Source: an optimization exercise on an open RTL-to-GDS flow (aim: small area). Production flows keep margins and buffers that such runs may drop.
Function not checked in this run: the RTL went through the layout flow alone.
Power and IR drop assume default switching activity.

==> design.v <==
`timescale 1ns / 1ps
module add_module(Clk, data_in, reset, enable, textOut, next, done);
	input Clk;
	input [7:0] data_in;
	input reset;
	input enable;
	input next;
	output reg [8*32:0] textOut;
	output reg done;
	reg [8:0] data_out;
	reg [7:0] input_A, input_B;
	reg [4:0] state;
	localparam
		START			= 5'b00001,
		LOAD_A		= 5'b00010,
		LOAD_B		= 5'b00100,
		CALCULATE	= 5'b01000,
		DONE			= 5'b10000;
	always @(posedge Clk)
		begin
				if (reset)
				begin
					state <= START;
					done <= 0;
					textOut = "Addition        Adds 2 Numbers  ";
				end
				else
				begin
					case (state)
						START:
						begin
							textOut = "Addition        Adds 2 Numbers  ";
							input_A <= 0;
							input_B <= 0;
							done <= 0;
							data_out <= 0;
							if (next && enable)
								state <= LOAD_A;
						end
						LOAD_A:
						begin
							textOut = "Input 1st #     Then Press Btnc ";
							if (next)
							begin
								input_A <= data_in;
								state <= LOAD_B;
							end
						end
						LOAD_B:
						begin
							textOut = "Input 2nd #     Then Press Btnc ";
							if (next)
							begin
								input_B <= data_in;
								state <= CALCULATE;
							end
						end
						CALCULATE:
						begin
							data_out <= input_A + input_B;
							textOut = "Calculating...                  ";
							if (next)
								state <= DONE;
						end
						DONE:
						begin
							textOut = {"The Sum is:     ", bin2x({3'b000,data_out[8]}), bin2x(data_out[7:4]), bin2x(data_out[3:0]), "             "};
							done <= 1;
						end
					endcase
				end
		end
function [7:0] bin2x;
 input [3:0] data;
  begin
	case (data)
	4'h0:	bin2x = "0";4'h1:	bin2x = "1";4'h2:	bin2x = "2";4'h3:	bin2x = "3";
	4'h4:	bin2x = "4";4'h5:	bin2x = "5";4'h6:	bin2x = "6";4'h7:	bin2x = "7";
	4'h8:	bin2x = "8";4'h9:	bin2x = "9";4'hA:	bin2x = "A";4'hB:	bin2x = "B";
	4'hC:	bin2x = "C";4'hD:	bin2x = "D";4'hE:	bin2x = "E";4'hF:	bin2x = "F";
	default:bin2x = "0";
	endcase
  end
endfunction
endmodule
`timescale 1ns / 1ps
module subtract_module(Clk, data_in, reset, enable, textOut, next, done);
	input Clk;
	input [7:0] data_in;
	input reset;
	input enable;
	input next;
	output reg [8*32:0] textOut;
	output reg done;
	reg [7:0] data_out;
	reg [7:0] input_A, input_B;
	reg [4:0] state;
	localparam
		START			= 5'b00001,
		LOAD_A		= 5'b00010,
		LOAD_B		= 5'b00100,
		CALCULATE	= 5'b01000,
		DONE			= 5'b10000;
	always @(posedge Clk)
		begin
				if (reset)
				begin
					state <= START;
					done <= 0;
					textOut = "Subtraction     Subs 2 Numbers  ";
				end
				else
				begin
					case (state)
						START:
						begin
							textOut = "Subtraction     Subs 2 Numbers  ";
							input_A <= 0;
							input_B <= 0;
							done <= 0;
							data_out <= 0;
							if (next && enable)
								state <= LOAD_A;
						end
						LOAD_A:
						begin
							textOut = "Input 1st #     Then Press Btnc ";
							if (next)
							begin
								input_A <= data_in;
								state <= LOAD_B;
							end
						end
						LOAD_B:
						begin
							textOut = "Input 2nd #     Then Press Btnc ";
							if (next)
							begin
								input_B <= data_in;
								state <= CALCULATE;
							end
						end
						CALCULATE:
						begin
							if (input_A >= input_B)
								data_out <= input_A - input_B;
							else
								data_out <= input_B - input_A;
							textOut = "Calculating...                  ";
							if (next)
								state <= DONE;
						end
						DONE:
						begin
							textOut = {"The Diff is:    ", (input_B>input_A?"-":" "),bin2x(data_out[7:4]), bin2x(data_out[3:0]), "             "};
							done <= 1;
						end
					endcase
				end
		end
function [7:0] bin2x;
 input [3:0] data;
  begin
	case (data)
	4'h0:	bin2x = "0";4'h1:	bin2x = "1";4'h2:	bin2x = "2";4'h3:	bin2x = "3";
	4'h4:	bin2x = "4";4'h5:	bin2x = "5";4'h6:	bin2x = "6";4'h7:	bin2x = "7";
	4'h8:	bin2x = "8";4'h9:	bin2x = "9";4'hA:	bin2x = "A";4'hB:	bin2x = "B";
	4'hC:	bin2x = "C";4'hD:	bin2x = "D";4'hE:	bin2x = "E";4'hF:	bin2x = "F";
	default:bin2x = "0";
	endcase
  end
endfunction
endmodule
`timescale 1ns / 1ps
module mult_module(Clk, data_in, reset, enable, textOut, next, done);
	input Clk;
	input [7:0] data_in;
	input reset;
	input enable;
	input next;
	output reg [8*32:0] textOut;
	output reg done;
	reg [15:0] data_out;
	reg [7:0] input_A, input_B;
	reg [4:0] state;
	localparam
		START			= 5'b00001,
		LOAD_A		= 5'b00010,
		LOAD_B		= 5'b00100,
		CALCULATE	= 5'b01000,
		DONE			= 5'b10000;
	always @(posedge Clk)
		begin
				if (reset)
				begin
					state <= START;
					done <= 0;
					textOut = "Multiplication  *'s 2 Numbers   ";
				end
				else
				begin
					case (state)
						START:
						begin
							textOut = "Multiplication  *'s 2 Numbers   ";
							input_A <= 0;
							input_B <= 0;
							done <= 0;
							data_out <= 0;
							if (next && enable)
								state <= LOAD_A;
						end
						LOAD_A:
						begin
							textOut = "Input 1st #     Then Press Btnc ";
							if (next)
							begin
								input_A <= data_in;
								state <= LOAD_B;
							end
						end
						LOAD_B:
						begin
							textOut = "Input 2nd #     Then Press Btnc ";
							if (next)
							begin
								input_B <= data_in;
								state <= CALCULATE;
							end
						end
						CALCULATE:
						begin
							data_out <= input_A * input_B;
							textOut = "Calculating...                  ";
							if (next)
								state <= DONE;
						end
						DONE:
						begin
							textOut = {"The Product is: ", bin2x(data_out[15:12]), bin2x(data_out[11:8]), bin2x(data_out[7:4]), bin2x(data_out[3:0]), "            "};
							done <= 1;
						end
					endcase
				end
		end
function [7:0] bin2x;
 input [3:0] data;
  begin
	case (data)
	4'h0:	bin2x = "0";4'h1:	bin2x = "1";4'h2:	bin2x = "2";4'h3:	bin2x = "3";
	4'h4:	bin2x = "4";4'h5:	bin2x = "5";4'h6:	bin2x = "6";4'h7:	bin2x = "7";
	4'h8:	bin2x = "8";4'h9:	bin2x = "9";4'hA:	bin2x = "A";4'hB:	bin2x = "B";
	4'hC:	bin2x = "C";4'hD:	bin2x = "D";4'hE:	bin2x = "E";4'hF:	bin2x = "F";
	default:bin2x = "0";
	endcase
  end
endfunction
endmodule
`timescale 1ns / 1ps
module divide_module(Clk, data_in, reset, enable, textOut, next, done);
	input Clk;
	input [7:0] data_in;
	input reset;
	input enable;
	input next;
	output reg [8*32:0] textOut;
	output reg done;
	reg [15:0] data_out;
	reg [7:0] input_A, input_B;
	reg [6:0] state;
	reg Ready;
	integer i;
	integer Remainder;
	reg [15:0] out;
	localparam
		START			= 7'b0000001,
		LOAD_A		= 7'b0000010,
		LOAD_B		= 7'b0000100,
		BEGIN			= 7'b0001000,
		CALCULATE	= 7'b0010000,
		SUBTRACT		= 7'b0100000,
		DONE			= 7'b1000000;
	always @(posedge Clk)
		begin
				if (reset)
				begin
					state <= START;
					done <= 0;
					textOut = "Division        Divides 2 Nums  ";
				end
				else
				begin
					case (state)
						START:
						begin
							textOut = "Division        Divides 2 Nums  ";
							input_A <= 0;
							input_B <= 0;
							done <= 0;
							Ready <= 0;
							Remainder <= 0;
							i <= 0;
							out <= 0;
							data_out <= 0;
							if (next && enable)
								state <= LOAD_A;
						end
						LOAD_A:
						begin
							textOut = "Input 1st #     Then Press Btnc ";
							if (next)
							begin
								input_A <= data_in;
								state <= LOAD_B;
							end
						end
						LOAD_B:
						begin
							textOut = "Input 2nd #     Then Press Btnc ";
							if (next)
							begin
								input_B <= data_in;
								state <= BEGIN;
							end
						end
						BEGIN:
						begin
							data_out <= (input_B == 0) ? 16'd0 : input_A / input_B;
							Remainder <= modulus(input_A, input_B);
							textOut = {"Calculating...  ",bin2x(data_out[7:4]),bin2x(data_out[3:0]),".",bin2x(Remainder[3:0]),"             "};
							if (modulus(input_A, input_B) == 0)
								Ready <= 1;
							state <= CALCULATE;
						end
						CALCULATE:
						begin
							textOut = {"Calculating...  ",Ready?"Press Btnc      ":"                "};
							if (!Ready)
							begin
								Remainder <= Remainder << 1;
								state <= SUBTRACT;
							end
							else if (next)
								state <= DONE;
						end
						SUBTRACT: 
						begin
							textOut = {"Calculating...  ",Ready?"Press Btnc      ":"                "};
							if (!Ready)
							begin
								if (Remainder >= input_B)
								begin
									out <= (out<<1) + 1;
									Remainder <= Remainder - input_B;
								end
								else
									out <= out << 1;
								i <= i + 1;
								if (i >= 15)
									Ready <= 1;
								state <= CALCULATE;
							end
							else if (next)
								state <= DONE;
						end
						DONE:
						begin
							textOut = {"The Quotient is:", bin2x(data_out[7:4]), bin2x(data_out[3:0]), ".", bin2x(out[15:12]), bin2x(out[11:8]), bin2x(out[7:4]), bin2x(out[3:0]),"         "};
							done <= 1;
						end
					endcase
				end
		end
function [7:0] bin2x;
 input [3:0] data;
  begin
	case (data)
	4'h0:	bin2x = "0";4'h1:	bin2x = "1";4'h2:	bin2x = "2";4'h3:	bin2x = "3";
	4'h4:	bin2x = "4";4'h5:	bin2x = "5";4'h6:	bin2x = "6";4'h7:	bin2x = "7";
	4'h8:	bin2x = "8";4'h9:	bin2x = "9";4'hA:	bin2x = "A";4'hB:	bin2x = "B";
	4'hC:	bin2x = "C";4'hD:	bin2x = "D";4'hE:	bin2x = "E";4'hF:	bin2x = "F";
	default:bin2x = "0";
	endcase
  end
endfunction
function [7:0] modulus;
	input [7:0] input_X;
	input	[7:0] input_Y;
	begin
		modulus = (input_Y == 0) ? 8'd0 : input_X - input_Y*(input_X/input_Y);
	end
endfunction
endmodule
`timescale 1ns / 1ps
module gcd_module(Clk, data_in, reset, enable, textOut, next, done);
	input Clk;
	input [7:0] data_in;
	input reset;
	input enable;
	input next;
	output reg [8*32:0] textOut;
	output reg done;
	reg [15:0] data_out;
	reg [7:0] input_A, input_B;
	reg [5:0] state;
	reg Ready;
	integer i;
	reg [7:0] GCD;
	localparam
		START			= 6'b000001,
		LOAD_A		= 6'b000010,
		LOAD_B		= 6'b000100,
		SUBTRACT		= 6'b001000,
		MULTIPLY		= 6'b010000,
		DONE			= 6'b100000;
	always @(posedge Clk)
		begin
				if (reset)
				begin
					state <= START;
					done <= 0;
					textOut = "Finds the GCD   Of Two Numbers  ";
				end
				else
				begin
					case (state)
						START:
						begin
							textOut = "Finds the GCD   Of Two Numbers  ";
							input_A <= 0;
							input_B <= 0;
							done <= 0;
							Ready <= 0;
							i <= 0;
							GCD <= 0;
							data_out <= 0;
							if (next && enable)
								state <= LOAD_A;
						end
						LOAD_A:
						begin
							textOut = "Input 1st #     Then Press Btnc ";
							if (next)
							begin
								input_A <= data_in;
								state <= LOAD_B;
							end
						end
						LOAD_B:
						begin
							textOut = "Input 2nd #     Then Press Btnc ";
							if (next)
							begin
								input_B <= data_in;
								state <= SUBTRACT;
							end
						end
						SUBTRACT:
						begin
							textOut = {"Calculating...  ",Ready?"Press Btnc      ":"                "};
							if (!Ready)
								begin
								if (input_A == input_B)
								begin
									if (i == 0)
									begin
										Ready <= 1;
									end
									else
										state <= MULTIPLY;
								end
								if (input_A == input_B)
									GCD <=  input_A;		
								else if (input_A < input_B)
									begin
										input_B <= input_A;
										input_A <= input_B;
									end
								else						 
									begin	
										if (input_A[0] && input_B[0])
											input_A <= input_A-input_B;
										else if (input_A[0] && !input_B[0])
										begin
											input_B <= input_B >> 1;
										end
										else if (!input_A[0] && input_B[0])
										begin
											input_A <= input_A >> 1;
										end
										else if (!input_A[0] && !input_B[0])
										begin
											i <= i + 1;
											input_A <= input_A >> 1;
											input_B <= input_B >> 1;
									end
								end
							end
							else if (next)
								state <= DONE;
						end
						MULTIPLY:
						begin
							textOut = {"Calculating...  ",Ready?"Press Btnc      ":"                "};
							if (!Ready)
							begin
								if (i == 0)
									Ready <= 1;
								if (i != 0)
								begin
									GCD <= GCD + GCD;  
									i <= i - 1;  
								end
							end
							else if (next)
								state <= DONE;
						end
						DONE:
						begin
							textOut = {"The GCD is:     ", bin2x(GCD[7:4]), bin2x(GCD[3:0]), "              "};
							done <= 1;
						end
					endcase
				end
		end
function [7:0] bin2x;
 input [3:0] data;
  begin
	case (data)
	4'h0:	bin2x = "0";4'h1:	bin2x = "1";4'h2:	bin2x = "2";4'h3:	bin2x = "3";
	4'h4:	bin2x = "4";4'h5:	bin2x = "5";4'h6:	bin2x = "6";4'h7:	bin2x = "7";
	4'h8:	bin2x = "8";4'h9:	bin2x = "9";4'hA:	bin2x = "A";4'hB:	bin2x = "B";
	4'hC:	bin2x = "C";4'hD:	bin2x = "D";4'hE:	bin2x = "E";4'hF:	bin2x = "F";
	default:bin2x = "0";
	endcase
  end
endfunction
function [7:0] modulus;
	input [7:0] input_X;
	input	[7:0] input_Y;
	begin
		modulus = input_X - input_Y*(input_X/input_Y);
	end
endfunction
endmodule
`timescale 1ns / 1ps
module prime_module(Clk, data_in, reset, enable, textOut, next, done);
	input Clk;
	input [7:0] data_in;
	input reset;
	input enable;
	input next;
	output reg [8*32:0] textOut;
	output reg done;
	reg [15:0] data_out;
	reg [7:0] input_A;
	reg [7:0] i;
	reg [3:0] state;
	reg isNotPrime;
	reg Ready;
	localparam
		START			= 4'b0001,
		LOAD_A		= 4'b0010,
		CALCULATE	= 4'b0100,
		DONE			= 4'b1000;
	always @(posedge Clk)
		begin
				if (reset)
				begin
					state <= START;
					done <= 0;
					textOut = "Determinses if  A # is Prime    ";
				end
				else
				begin
					case (state)
						START:
						begin
							textOut = "Determinses if  A # is Prime    ";
							input_A <= 0;
							i <= 2;
							done <= 0;
							isNotPrime <= 0;
							Ready <= 0;
							data_out <= 0;
							if (next && enable)
								state <= LOAD_A;
						end
						LOAD_A:
						begin
							textOut = "Input 1st #     Then Press Btnc ";
							if (next)
							begin
								input_A <= data_in;
								state <= CALCULATE;
							end
						end
						CALCULATE:
						begin
							if (i > input_A>>1)
								Ready <= 1;
							else
							begin
								if (modulus(input_A, i) == 0)
								begin
									isNotPrime <= 1;
									Ready <= 1;
								end
								i <= i + 1;
							end
							data_out <= !isNotPrime;
							textOut = {"Calculating...  ",Ready?"Press Btnc      ":"                "};
							if (next && Ready)
								state <= DONE;
						end
						DONE:
						begin
							textOut = {"The Number is:  ", isNotPrime?"not":"   ", " Prime       "};
							done <= 1;
						end
					endcase
				end
		end
function [7:0] bin2x;
 input [3:0] data;
  begin
	case (data)
	4'h0:	bin2x = "0";4'h1:	bin2x = "1";4'h2:	bin2x = "2";4'h3:	bin2x = "3";
	4'h4:	bin2x = "4";4'h5:	bin2x = "5";4'h6:	bin2x = "6";4'h7:	bin2x = "7";
	4'h8:	bin2x = "8";4'h9:	bin2x = "9";4'hA:	bin2x = "A";4'hB:	bin2x = "B";
	4'hC:	bin2x = "C";4'hD:	bin2x = "D";4'hE:	bin2x = "E";4'hF:	bin2x = "F";
	default:bin2x = "0";
	endcase
  end
endfunction
function [7:0] modulus;
	input [7:0] input_X;
	input	[7:0] input_Y;
	begin
		modulus = input_X - input_Y*(input_X/input_Y);
	end
endfunction
endmodule
`timescale 1ns / 1ps
module pow_module(Clk, data_in, reset, enable, textOut, next, done);
	input Clk;
	input [7:0] data_in;
	input reset;
	input enable;
	input next;
	output reg [8*32:0] textOut;
	output reg done;
	integer data_out;
	reg [7:0] input_A;
	reg [7:0] input_B;
	reg [15:0] out;
	reg Ready;
	reg [4:0] state;
	localparam
		START			= 5'b00001,
		LOAD_A		= 5'b00010,
		LOAD_B		= 5'b00100,
		CALCULATE	= 5'b01000,
		DONE			= 5'b10000;
	always @(posedge Clk)
		begin
				if (reset)
				begin
					state <= START;
					done <= 0;
					textOut = "Pow             Powers a Number ";
				end
				else
				begin
					case (state)
						START:
						begin
							textOut = "Pow             Powers a Number ";
							input_A <= 0;
							done <= 0;
							data_out <= 0;
							out <= 0;
							Ready <= 0;
							if (next && enable)
								state <= LOAD_A;
						end
						LOAD_A:
						begin
							textOut = "Input 1st #     Then Press Btnc ";
							if (next)
							begin
								input_A <= data_in;
								state <= LOAD_B;
							end
						end
						LOAD_B:
						begin
							textOut = "Input 2nd #     Then Press Btnc ";
							if (next)
							begin
								input_B <= data_in;
								data_out <= 1;
								if (data_in == 0)
									Ready <= 1;
								state <= CALCULATE;
							end
						end
						CALCULATE:
						begin
							textOut = {"Calculating...  ",Ready?"Press Btnc      ":"                "};
							if (!Ready)
							begin
							data_out <= data_out * input_A;
							input_B <= input_B - 1;
							if (input_B - 1 == 0)
								Ready <= 1;
							end
							else if (next)
								state <= DONE;
						end
						DONE:
						begin
							textOut = {"The Power is:   ", bin2x(data_out[23:20]),bin2x(data_out[19:16]),bin2x(data_out[15:12]),bin2x(data_out[11:8]),bin2x(data_out[7:4]),bin2x(data_out[3:0]), "          "};
							done <= 1;
						end
					endcase
				end
		end
function [7:0] bin2x;
 input [3:0] data;
  begin
	case (data)
	4'h0:	bin2x = "0";4'h1:	bin2x = "1";4'h2:	bin2x = "2";4'h3:	bin2x = "3";
	4'h4:	bin2x = "4";4'h5:	bin2x = "5";4'h6:	bin2x = "6";4'h7:	bin2x = "7";
	4'h8:	bin2x = "8";4'h9:	bin2x = "9";4'hA:	bin2x = "A";4'hB:	bin2x = "B";
	4'hC:	bin2x = "C";4'hD:	bin2x = "D";4'hE:	bin2x = "E";4'hF:	bin2x = "F";
	default:bin2x = "0";
	endcase
  end
endfunction
endmodule
module  main_calc_cu (Clk, Reset, dataInBus, btl, btr, btd, btu, btc,
			sel1, sel2, sel3, sel4, sel5, sel6, sel7,
			add, sub, div, mult, gcd, isprime, sqrt, done,
			num1_out, num2_out,
			textOut);
input [7:0] dataInBus;
input btl, btr, btd, btu, btc;  
input Clk, Reset;
output sel1, sel2, sel3, sel4, sel5, sel6, sel7;
output add, sub, div, mult, gcd, isprime, sqrt, done;
output reg [8*32:0] textOut;
reg [15:0] line1 [7:0];
reg [15:0] line2 [7:0];
output [7:0] num1_out, num2_out;
reg [7:0] num1, num2;
reg [14:0] state;
wire [8*32:0] textOut_Add;
wire [8*32:0] textOut_Sub;
wire [8*32:0] textOut_Mult;
wire [8*32:0] textOut_Div;
wire [8*32:0] textOut_Prime;
wire [8*32:0] textOut_GCD;
wire [8*32:0] textOut_Sqrt;
wire done_Add, done_Sub, done_Mult, done_Div, done_Prime, done_GCD, done_Sqrt;
assign {sel1, sel2, sel3, sel4, sel5, sel6, sel7, add, sub, div, mult, gcd, isprime, sqrt, done} = state;
assign num1_out = num1;
assign num2_out = num2;
localparam
SEL1 	= 15'b100000000000000,
SEL2	= 15'b010000000000000,
SEL3 	= 15'b001000000000000,
SEL4 	= 15'b000100000000000,
SEL5 	= 15'b000010000000000,
SEL6 	= 15'b000001000000000,
SEL7 	= 15'b000000100000000,
ADD 	= 15'b000000010000000,
SUB 	= 15'b000000001000000,
DIV 	= 15'b000000000100000,
MULT	= 15'b000000000010000,
GCD		= 15'b000000000001000,
ISPRIME	= 15'b000000000000100,
SQRT 	= 15'b000000000000010, 
DONE 	= 15'b000000000000001;
add_module add_uut(.Clk(Clk), .data_in(dataInBus), .reset(state==SEL1), .enable(state==ADD), .textOut(textOut_Add), .next(btc), .done(done_Add));
subtract_module sub_uut(.Clk(Clk), .data_in(dataInBus), .reset(state==SEL2), .enable(state==SUB), .textOut(textOut_Sub), .next(btc), .done(done_Sub));
mult_module mult_uut(.Clk(Clk), .data_in(dataInBus), .reset(state==SEL4), .enable(state==MULT), .textOut(textOut_Mult), .next(btc), .done(done_Mult));
divide_module div_uut(.Clk(Clk), .data_in(dataInBus), .reset(state==SEL3), .enable(state==DIV), .textOut(textOut_Div), .next(btc), .done(done_Div));
prime_module prime_uut(.Clk(Clk), .data_in(dataInBus), .reset(state==SEL6), .enable(state==ISPRIME), .textOut(textOut_Prime), .next(btc), .done(done_Prime));
gcd_module gcd_uut(.Clk(Clk), .data_in(dataInBus), .reset(state==SEL5), .enable(state==GCD), .textOut(textOut_GCD), .next(btc), .done(done_GCD));
pow_module pow_uut(.Clk(Clk), .data_in(dataInBus), .reset(state==SEL7), .enable(state==SQRT), .textOut(textOut_Sqrt), .next(btc), .done(done_Sqrt));
always @(posedge Clk, posedge Reset) 
  begin  : CU_n_DU
    if (Reset)
       begin
        	state <= SEL1;
			num1 <= 8'h00;
			num2 <= 8'h00;
			textOut = "xxxxxxxxxxresetxxxxxxxxxxxxxxxxx";
		end
    else
       begin
         (* full_case, parallel_case *)
         case (state)
	        SEL1	: 
	          begin
				if (btc)
					state <= ADD;  
				else if (btd )
					state <= SEL5;
				else if (btr)
					state <= SEL2;
				else if (btl)
					state <= SEL4;	
				 textOut = "*Add Sub Div Mlt GCD isPrme Pow ";
	          end
			SEL2	: 
	          begin
				if (btc)
					state <= SUB;  
				else if (btd)
					state <= SEL6;
				else if (btr)
					state <= SEL3;
				else if (btl)
					state <= SEL1;
					textOut = " Add*Sub Div Mlt GCD isPrme Pow ";
	          end
			SEL3	: 
	          begin
			  	if (btc)
					state <= DIV;  
				else if (btd)
					state <= SEL7;
				else if (btl)
					state <= SEL2;
				else if (btr)
					state <= SEL4;
					textOut = " Add Sub*Div Mlt GCD isPrme Pow ";
	          end
			SEL4	: 
	          begin
				if (btc)
					state <= MULT;  
				else if (btd )
					state <= SEL7;
				else if (btl)
					state <= SEL3;
				else if (btr)
					state <= SEL1;
					textOut = " Add Sub Div*Mlt GCD isPrme Pow ";
	          end
			SEL5	: 
	          begin
			  	if (btc)
					state <= GCD;  
				else if (btd )
					state <= SEL1;
				else if (btl)
					state <= SEL7;
				else if (btr)
					state <= SEL6;
					textOut = " Add Sub Div Mlt*GCD isPrme Pow ";
	          end
			SEL6	: 
	          begin
				if (btc)
					state <= ISPRIME;  
				else if (btd )
					state <= SEL2;
				else if (btl)
					state <= SEL5;
				else if (btr)
					state <= SEL7; 
					textOut = " Add Sub Div Mlt GCD*isPrme Pow ";
	          end
			SEL7	: 
	          begin
			  	if (btc)
					state <= SQRT;  
				else if (btd )
					state <= SEL3;
				else if (btl)
					state <= SEL6;
				else if (btr)
					state <= SEL5;
					textOut = " Add Sub Div Mlt GCD isPrme*Pow ";
	          end
			ADD	: 
	          begin
					num1 <= 8'h0A;
					num2 <= 8'hDD;
					textOut = textOut_Add;
					if (done_Add && btc)
						state <= SEL1;
	          end 
			SUB	: 
	          begin
					textOut = textOut_Sub;
					if (done_Sub && btc)
						state <= SEL2;
	          end 
			DIV	: 
	          begin
					textOut = textOut_Div;
					if (done_Div && btc)
						state <= SEL3;
	          end 
			MULT	: 
	          begin
					textOut = textOut_Mult;
					if (done_Mult && btc)
						state <= SEL4;
	          end	
			GCD	: 
	          begin
					textOut = textOut_GCD;
					if (done_GCD && btc)
						state <= SEL5;
	          end	
			ISPRIME	: 
	          begin
					textOut = textOut_Prime;
					if (done_Prime && btc)
						state <= SEL6;
	          end 
			SQRT	: 
	          begin
					textOut = textOut_Sqrt;
					if (done_Sqrt && btc)
						state <= SEL7;
	          end 
			DONE	: 
	          begin
	          end 
		endcase
    end 
  end
endmodule  
==> run.sh <==
#!/bin/bash
# synth_recipe.tcl (not shown) runs the flow's synth.tcl, then flattens the netlist and writes it again
# the make line also repeats each setting of config.mk as NAME=value (left out here)
make -C /OpenROAD-flow-scripts/flow DESIGN_CONFIG=/design/flow/config.mk WORK_HOME=/design/flow/orfs CLKGATE_MAP_FILE= SYNTH_SCRIPT=/design/flow/synth_recipe.tcl finish
==> config.mk <==
export PLATFORM = sky130hd
export DESIGN_NAME = main_calc_cu
export DESIGN_NICKNAME = main_calc_cu
export VERILOG_FILES = /design/flow/design.v
export SDC_FILE = /design/flow/constraint.sdc
export NUM_CORES = 4
export LEC_CHECK = 0
export CAP_MARGIN = 20
export CORE_MARGIN = 2
export CORE_UTILIZATION = 40
export SLEW_MARGIN = 20
==> constraint.sdc <==
create_clock -name core_clock -period 32.0 [get_ports {Clk}]
set_input_delay 6.4000 -clock core_clock [delete_from_list [all_inputs] [get_ports {Clk}]]
set_output_delay 6.4000 -clock core_clock [all_outputs]
set_load 0.01 [all_outputs]
==> flow_summary.yaml <==
sta:
  fin_crit_ns: 29.72
  slew_viol_final: 0
  slew_headroom: 0.132
  finalSetupViolCount: 0
  worst_pin_slew_ns: 1.30
  fmax_ghz: 0.0336
  whs_ns: 0.435
  final-hold-violation-count: 0
  timing.setup.tns_ns: 0
  skew_ns: 0.0740
  finalCritPeriodShare: 0.929
route:
  vias: 52000
  drtIter0Drc: 5984
  final_antenna_net_count: 0
  vias_per_cell: 5.70
  firstDrtPassIters: 9
  drt_wl_total_mm: 205
  routedWlPerCell_um: 22.5
  drc: 0
synthesis:
  yosys_warnings: 8
  synth_top_cell_area_share: 0.167
  ys_ff_latch: 1036
  async_flop_share: 0.208
  synth_area_leaders: "dfxtp_1, edfxtp_1, ha_1"
  synth-edff-count: 302
  synth_cell_types: 108
  synth_ff_type: "dfxtp_1"
  yosysMostFrequentCell: "nand2_1"
  syn_area_per_cell_sq_um: 9.12
  netlist_top_cells_count: "nand2_1, nor2_1, dfxtp_1"
  yosysTopAreaCell: "dfxtp_1"
  seq_area_frac_synth: 0.402
  synth_area_sq_um: 62100
  syn_inst: 6807
grt:
  grt_pass1_wl_mm: 306
  grt_usage: 0.253
  antenna_found_initial: 25
  grt_pass1_vias: 48500
  overflow: 0
  grt_max_degree: 98
run_status:
  outcome: "timing/DRC/antenna clean"
setup_path:
  crit_path_end_kind: "flip-flop"
  critPathSlowestCell: "edfxtp_1"
  crit_required_ns: 32.65
  cp_common_cell: "o21a_1"
  start_kind: "flip-flop"
  max_stage_delay_ns: 0.51
  arrival_ns: 30.37
  crit_type: "reg -> reg"
  path_max_fanout: 15
cells_and_area:
  final_core_util: 0.459
  syn_to_final_growth_pct: 14.0
  fin_nets: 7574
  drive_gt1_frac: 0.0847
die:
  dieWidth_um: 398
  core_area_sq_um: 154000
  start_util: 0.403
  die_area_sq_um: 158000
  die_h_um: 398
  rows: 144
  io-pin-count: 303
cts:
  cts_sinks: 1036
  cts_made_buffers: 114
  cts_tree: "yes"
  htreeDepth: 3
  cts_hold_buf: 0
  clock_path_buffers: 3
  path_clk_slew_ns: 0.06
  clk_latency_ns: 0.79
  clockRootBuffer: "clkbuf_16"
placement:
  place_congestion: 0.966
  dp_hpwl_mm: 151
  io_buffers: 246
power:
  p_leak_nw: 30.7
  powerDensity_nw_per_um2: 72.0
  irDropWorstVdd_mv: 0.198
job:
  max_cap_viol_count: 0
hold_path:
  hold_class: "reg -> reg"
## stage by stage
stage	setup slack, ns	total power [mW]	cells	instance area (sq um)
5_1_grt	-0.0446	5.44	9105	70800
2_1_floorplan	2.27	3.17	6869	62300
3_3_place_gp	0.792	3.58	8882	66600
4_1_cts	0.157	5.06	9099	70600
6_report	2.28	5.10	9110	70800
3_5_place_dp	0.170	3.64	8882	66600
## layer usage
layer,track usage,wire (um),vias up
li1,-,-,24100
met1,0.357,88200,25200
met2,0.375,87300,2331
met3,0.0580,21700,362
met4,0.0961,7890,12
met5,0,73,-
## final cells by class
cell class              count  area (sq um)
multi-input cells        4981         34100
well taps                2044          2560
flip-flops and latches   1036         25000
clock buffers             149          3240
fillers                 14600         83300
diodes                      5          12.5
repair buffers            363          3340
inverters                 464          1750
clock inverters            68           772
## repair_timing
| item | CTS | global route |
|---|---|---|
| setup buffers | 0 | 6 |
| endpoints found under the setup margin | 1 | 4 |
| pin swaps | 0 | 3 |
| cloned | 0 | 0 |
| gates resized for setup | 1 | 26 |
## cell families (layout without fill, tap and decap cells)
| kind of cell | count (synthesis) | in the layout | share of synthesized area |
|---|---|---|---|
| other | 2 | 69 | 0.000121 |
| xor gates and xnor gates | 226 | 226 | 0.0319 |
| muxes | 118 | 118 | 0.0205 |
| AOI/OAI and AO/OA | 1488 | 1488 | 0.155 |
| adders and majority gates | 599 | 599 | 0.143 |
| DFF | 1036 | 1036 | 0.402 |
| and+or+nand+nor | 2486 | 2486 | 0.190 |
| buffers and inverters | 852 | 1044 | 0.0563 |
## path summary, 6_finish.rpt
check,from,end,slack [ns],cells after the start
setup / recovery,div_uut.input_B[0],flip-flop,2.28,127
hold / removal,flip-flop,sub_uut.textOut[107],0.43,2
setup reg to reg,div_uut.input_B[0],flip-flop,2.28,127
hold reg to reg,flip-flop,sub_uut.textOut[107],0.43,2
max in group asynchronous,Reset,textOut[73],24.40,3
min in group asynchronous,Reset,textOut[10],6.14,2
## report_power, final
group	switching [mW]	total, mW	leakage [nW]	internal, mW
logic	1.24	2.16	18.7	0.917
registers	0.0775	1.53	10.0	1.46
clock network	0.596	1.41	1.97	0.810
## critical path, delay by kind of cell (launching register included)
kind,cells,cell delay (ns)
fa+ha+maj,15,4.43
mux,12,3.76
compound gates,64,13.50
buf+inv,3,0.33
simple gates,33,7.11
flops,1,0.51
## cell usage in the layout, fill, tap and decap left out, drive strengths merged, types with 45 or more instances in the layout
cell	n
a211oi	51
a21o	49
a21oi	446
a221oi	46
a22oi	116
and2	242
and3	71
buf	118
clkbuf	149
clkdlybuf4s50	245
conb	64
dfrtp	105
dfstp	110
dfxtp	519
edfxtp	302
fa	184
ha	415
inv	474
mux2	50
mux2i	68
nand2	820
nand3	172
nand4	101
nor2	622
nor2b	54
nor3	160
nor4	45
o21a	92
o21ai	309
o31ai	54
xnor2	154
xor2	72

[afterwards: timing with drivers on the ports]
How much do the figures lean on ideal ports? The routed layout below was timed once more, with nothing changed but the port constraints. Step 1: set_driving_cell puts a clkbuf_16 on Clk and a buf_2 on each other input, an assumption about the parent block. Step 2 also shifts input and output timing later by t, the mid clock arrival at the registers, as if the neighbouring blocks saw the same clock. Slacks: ideal ports / drivers / drivers and shift; pairs: ideal ports / drivers.
shift t [ns]: 0.832
setup slack, ns: 2.282 / 2.282 / 2.282
pins driven straight from the clock port: 1
After both steps this run still meets setup and hold. For this run, drivers alone change the setup slack by 0.000 ns; drivers and shift together by 0.000 ns.
